From an optimization exercise on the open Yosys and OpenROAD flow, aimed at small area; shortcuts taken in it are not production practice.
At most, simulation tests tie the RTL to the original design; equivalence was not proved.

==> inputs of v37 <==
## Cordic
module Cordic(clk,rst,phase_step,xin,yin,xout,yout);
input clk;
input rst;
input signed [31:0] phase_step;
input signed [15:0] xin,yin;
output signed [21:0] xout,yout;
reg [31:0] phase_acc;
always @(posedge clk) if (rst) phase_acc <= 32'd0; else phase_acc <= phase_acc + phase_step;
wire [15:0] nxin = -xin;
wire [15:0] nyin = -yin;
reg [21:0] X0, Y0;
reg [21:0] X1, Y1;
reg [21:0] X2, Y2;
reg [21:0] X3, Y3;
reg [21:0] X4, Y4;
reg [21:0] X5, Y5;
reg [21:0] X6, Y6;
reg [21:0] X7, Y7;
reg [21:0] X8, Y8;
reg [21:0] X9, Y9;
reg [21:0] X10, Y10;
reg [21:0] X11, Y11;
reg [21:0] X12, Y12;
reg [21:0] X13, Y13;
reg [21:0] X14, Y14;
reg [21:0] X15, Y15;
reg [21:0] X16, Y16;
reg [21:0] X17, Y17;
reg [21:0] X18, Y18;
reg [21:0] X19, Y19;
reg [21:0] X20, Y20;
reg [21:0] X21, Y21;
reg [30:0] Z0;
reg [29:0] Z1;
reg [29:0] Z2;
reg [28:0] Z3;
reg [27:0] Z4;
reg [26:0] Z5;
reg [25:0] Z6;
reg [24:0] Z7;
reg [23:0] Z8;
reg [22:0] Z9;
reg [21:0] Z10;
reg [20:0] Z11;
reg [19:0] Z12;
reg [18:0] Z13;
reg [17:0] Z14;
reg [16:0] Z15;
reg [15:0] Z16;
reg [14:0] Z17;
reg [13:0] Z18;
reg [12:0] Z19;
reg [11:0] Z20;
  ...
==> flow/config.mk <==
export PLATFORM = sky130hd
export DESIGN_NAME = Cordic
export DESIGN_NICKNAME = Cordic
export VERILOG_FILES = /design/flow/design.v
export SDC_FILE = /design/flow/constraint.sdc
export NUM_CORES = 4
export LEC_CHECK = 0
export CAP_MARGIN = 20
export CORE_MARGIN = 2
export CORE_UTILIZATION = 40
export SLEW_MARGIN = 20
export SYNTH_HIERARCHICAL = 1
export SYNTH_MINIMUM_KEEP_SIZE = 0
==> flow/constraint.sdc <==
create_clock -name core_clock -period 5.0 [get_ports {clk}]
set_input_delay 1.0000 -clock core_clock [delete_from_list [all_inputs] [get_ports {clk}]]
set_output_delay 1.0000 -clock core_clock [all_outputs]
set_load 0.01 [all_outputs]
run.sh (not shown) runs the stock make flow with config.mk's settings and CLKGATE_MAP_FILE= SYNTH_SCRIPT=/design/flow/synth_recipe.tcl, a recipe that flattens the netlist after the stock synthesis.
==> v14: changes against v37 <==
Settings changed: CORE_UTILIZATION 40 to 60, CTS_CLUSTER_DIAMETER from default to 100, CTS_CLUSTER_SIZE from default to 30.
==> v8: changes against v37 <==
Settings changed: CTS_CLUSTER_DIAMETER from default to 100, CTS_CLUSTER_SIZE from default to 30.
==> flow_metrics.py <==
metrics = {
    "outcome": {
        "status": "complete, no violations",
    },
    "clock_network": {
        "cts_made_buffers": 158,
    },
    "floorplan": {
        "std_cell_rows": 161,
        "die_x_um": 443.3,
    },
    "global_route": {
        "use_met2": 0.2975,
    },
    "timing": {
        "final.setup.worst_slack_ns": 0.1549,
    },
    "finish": {
        "clkbuf_count": 226,
    },
    "detailed_routing": {
        "wl_met1_um": 46480,
    },
    "place": {
        "place_inst": 8792,
    },
    "worst_setup_path": {
        "cp_num_cells": 14,
    },
}
Source of the figures above: v37

==> flow_metrics.py <==
metrics = {
    "worst_hold_path": {
        "hp-start": "phase_acc[2]",
    },
    "clock_network": {
        "clock-root-buffer": "clkbuf_16",
        "cts_made_buffers": 66,
    },
    "outcome": {
        "status": "complete, no violations",
    },
    "place": {
        "place_inst": 8792,
    },
    "finish": {
        "clkbuf_count": 78,
        "seq_cell_count": 1415,
    },
    "global_route": {
        "met1_usage": 0.1327,
    },
    "floorplan": {
        "die_x_um": 443.3,
    },
    "timing": {
        "post-route-min-period_ns": 4.855,
        "final.setup.worst_slack_ns": 0.1453,
    },
    "synth": {
        "yosys_warnings": 7,
    },
    "detailed_routing": {
        "wl_met1_um": 46530,
    },
}
Source of the figures above: v8

==> flow_metrics.py <==
metrics = {
    "outcome": {
        "status": "complete, no violations",
    },
    "floorplan": {
        "die_x_um": 362.7,
        "std_cell_rows": 131,
        "die_h_um": 362.7,
    },
    "worst_setup_path": {
        "worstPathArrival_ns": 5.44,
        "cp_num_cells": 14,
    },
    "detailed_routing": {
        "wl_met1_um": 59940,
    },
    "clock_network": {
        "cts_made_buffers": 55,
        "clk_latency_ns": 0.70,
    },
    "place": {
        "place_inst": 7900,
    },
    "global_route": {
        "use_met2": 0.4084,
    },
    "finish": {
        "clkbuf_count": 72,
    },
    "timing": {
        "final.setup.worst_slack_ns": 0.1530,
        "setup_viol": 0,
    },
}
Source of the figures above: v14

Function was not checked in any run of this note: the RTL went through the layout flow alone.

* * *

==> run a: inputs <==
Cordic, a different RTL version from the one above (not shown whole).
==> flow/config.mk <==
export PLATFORM = sky130hd
export DESIGN_NAME = Cordic
export DESIGN_NICKNAME = Cordic
export VERILOG_FILES = /design/flow/design.v
export SDC_FILE = /design/flow/constraint.sdc
export NUM_CORES = 4
export LEC_CHECK = 0
export CAP_MARGIN = 20
export CORE_MARGIN = 2
export CORE_UTILIZATION = 70
export CTS_CLUSTER_DIAMETER = 80
export CTS_CLUSTER_SIZE = 25
export SLEW_MARGIN = 20
export SYNTH_HIERARCHICAL = 1
export SYNTH_MINIMUM_KEEP_SIZE = 0
==> flow/constraint.sdc <==
create_clock -name core_clock -period 5.0 [get_ports {clk}]
set_input_delay 1.0000 -clock core_clock [delete_from_list [all_inputs] [get_ports {clk}]]
set_output_delay 1.0000 -clock core_clock [all_outputs]
set_load 0.01 [all_outputs]
==> run b (differences from run a) <==
==> flow/flow/run.sh (new file) <==
#!/bin/bash
# The standard layout (the standard.sh, standard synthesis) with two changes to how
# cells are sized: the synthesis buffers are removed at floorplan instead of running the
# floorplan-stage timing repair on the unplaced netlist, and after global routing cells on
# paths with positive slack are downsized again (RECOVER_POWER). ORFS writes each step's
# full log under orfs/logs; make's own output goes to flow_make.log here.
set -euo pipefail
bash standard.sh REMOVE_ABC_BUFFERS=1 RECOVER_POWER=100 finish > flow_make.log 2>&1
==> flow/standard.sh (new file) <==
#!/bin/bash
# synth_recipe.tcl (not shown) runs the flow's synth.tcl, then flattens the netlist and writes it again
# the make line also repeats each setting of config.mk as NAME=value (left out here)
make -C /OpenROAD-flow-scripts/flow DESIGN_CONFIG=/design/flow/config.mk WORK_HOME=/design/flow/orfs CLKGATE_MAP_FILE= SYNTH_SCRIPT=/design/flow/synth_recipe.tcl "${@:-finish}"
--- a/flow/config.mk
+++ b/flow/config.mk
@@ -9,6 +9,6 @@
 export CORE_MARGIN = 2
 export CORE_UTILIZATION = 70
-export CTS_CLUSTER_DIAMETER = 80
-export CTS_CLUSTER_SIZE = 25
+export CTS_CLUSTER_DIAMETER = 90
+export CTS_CLUSTER_SIZE = 30
 export SLEW_MARGIN = 20
 export SYNTH_HIERARCHICAL = 1
removed: flow/run.sh
==> qor summary <==
| quantity | run a | run b |
|---|---|---|
| Slew at the pin closest to its max-slew limit | 0.883 ns | 1.97 ns |
| Total wire length after detailed routing | 127 mm | 126 mm |
| Number of logic stages on the critical path including buffering | 15 | 17 |
| Worst r2r dst | ZL9[20]$_DFF_P_ | ZL1[29]$_DFF_P_ |
| Clock buffers created by TritonCTS | 67 | 54 |
| Share of cells above drive strength 1 | 7.43% | 6.18% |
| Met2 Use GR | 46.2% | 42.7% |
| Vias in the first global route | 41400 | 41900 |
| Post-route insts no fill | 7251 | 7247 |
| Clock network area share | 2.56% | 2.19% |
| Headroom to the max-slew limit | 40.9% | -31.3% |
| Clock skew after layout | 0.0221 ns | 0.0219 ns |
| Area occupied by multi-input gates | 41400 um^2 | 41200 um^2 |
| Required time of the critical path | 5.54 ns | 5.59 ns |
| Worst hold slack across all endpoints | 0.332 ns | 0.332 ns |
| Reg-to-reg slack, setup | 0.13 ns | 0.14 ns |
| Critical path's largest stage delay | 0.43 ns | 0.39 ns |
| Outcome | finished clean | complete, but fails checks |
| Layout check failures | - | capacitance limit, slew limit |
| Period utilisation layout | 97.4% | 97.3% |
| Fillers | 6559 | 6624 |
| Count of antenna diodes in the layout | 1 | 6 |

* * *

==> inputs of v3 <==
Starting RTL as in the previous note.
Settings: LEC_CHECK=0, CAP_MARGIN=20, CORE_MARGIN=2, CORE_UTILIZATION=70, CTS_CLUSTER_DIAMETER=90, CTS_CLUSTER_SIZE=30, SLEW_MARGIN=20, SYNTH_HIERARCHICAL=1, SYNTH_MINIMUM_KEEP_SIZE=0; clock period 5.0 ns.
Stock flow here: none of the scripts above is used.
==> v12 (differences from v3) <==
Settings changed: CORE_UTILIZATION 70 to 80, CTS_CLUSTER_DIAMETER 90 to 80, CTS_CLUSTER_SIZE 30 to 25.
==> v24 (differences from v3) <==
==> flow/flow/run.sh (new file) <==
#!/bin/bash
# The standard layout (the standard.sh, standard synthesis) with one change to how cells
# are sized: the synthesis buffers are removed at floorplan instead of running the
# floorplan-stage timing repair on the unplaced netlist. ORFS writes each step's full log
# under orfs/logs; make's own output goes to flow_make.log here.
set -euo pipefail
bash standard.sh REMOVE_ABC_BUFFERS=1 finish > flow_make.log 2>&1
==> flow/standard.sh (new file) <==
#!/bin/bash
# synth_recipe.tcl (not shown) runs the flow's synth.tcl, then flattens the netlist and writes it again
# the make line also repeats each setting of config.mk as NAME=value (left out here)
make -C /OpenROAD-flow-scripts/flow DESIGN_CONFIG=/design/flow/config.mk WORK_HOME=/design/flow/orfs CLKGATE_MAP_FILE= SYNTH_SCRIPT=/design/flow/synth_recipe.tcl "${@:-finish}"
removed: flow/run.sh
==> comparison <==
Setup slack, highest first: v3, v24, v12.
Of v12 and v24, v12 has the higher utilization (gap 11 points).
Sequential cell count is the same in v12 and v24.
Worst hold slack: v12 is lower than v3 (0.0011 ns).

[port drivers added, routing unchanged]
How much do the figures lean on ideal ports? The routed layouts below were timed once more, with nothing changed but the port constraints.
Step 1 (the two cells are an assumption about what drives the block):
set clk [get_ports {clk}]
set_driving_cell -lib_cell sky130_fd_sc_hd__clkbuf_16 $clk
set_driving_cell -lib_cell sky130_fd_sc_hd__buf_2 [delete_from_list [all_inputs] $clk]
Step 2 adds t to the input delays and takes it off the output delays; t is the mean of the earliest and latest rising clock arrival at the registers after step 1. Input paths then give back, and output paths get back, about the clock's delay inside the block.
Three values: ideal, step 1, step 2; two values: the first two.
| run | shift t [ns] | setup WS [ns] | worst hold slack (ns) | clock arrival spread, ns |
|---|---|---|---|---|
| v37 | 0.839 | 0.155 / 0.155 / 0.155 | 0.361 / 0.361 / 0.361 | 0.057 / 0.057 |
| v14 | 0.768 | 0.153 / 0.153 / 0.153 | 0.366 / 0.366 / 0.366 | 0.032 / 0.032 |
| v8 | 0.790 | 0.145 / 0.145 / 0.145 | 0.346 / 0.346 / 0.346 | 0.053 / 0.052 |
| run a | 0.720 | 0.128 / 0.128 / -0.521 | 0.332 / 0.332 / 0.332 | 0.026 / 0.025 |
| run b | 0.760 | 0.137 / 0.137 / -0.563 | 0.332 / 0.332 / 0.332 | 0.025 / 0.025 |
| v3 | 0.768 | 0.148 / 0.148 / -0.540 | 0.336 / 0.336 / 0.336 | 0.035 / 0.034 |
| v12 | 0.707 | 0.094 / 0.094 / -0.479 | 0.335 / 0.335 / 0.335 | 0.037 / 0.038 |
| v24 | 0.758 | 0.132 / 0.132 / -0.554 | 0.333 / 0.333 / 0.333 | 0.024 / 0.024 |
The setup slack of run b, which loses most, moves by 0.000 ns with the drivers and by -0.700 ns with both steps.
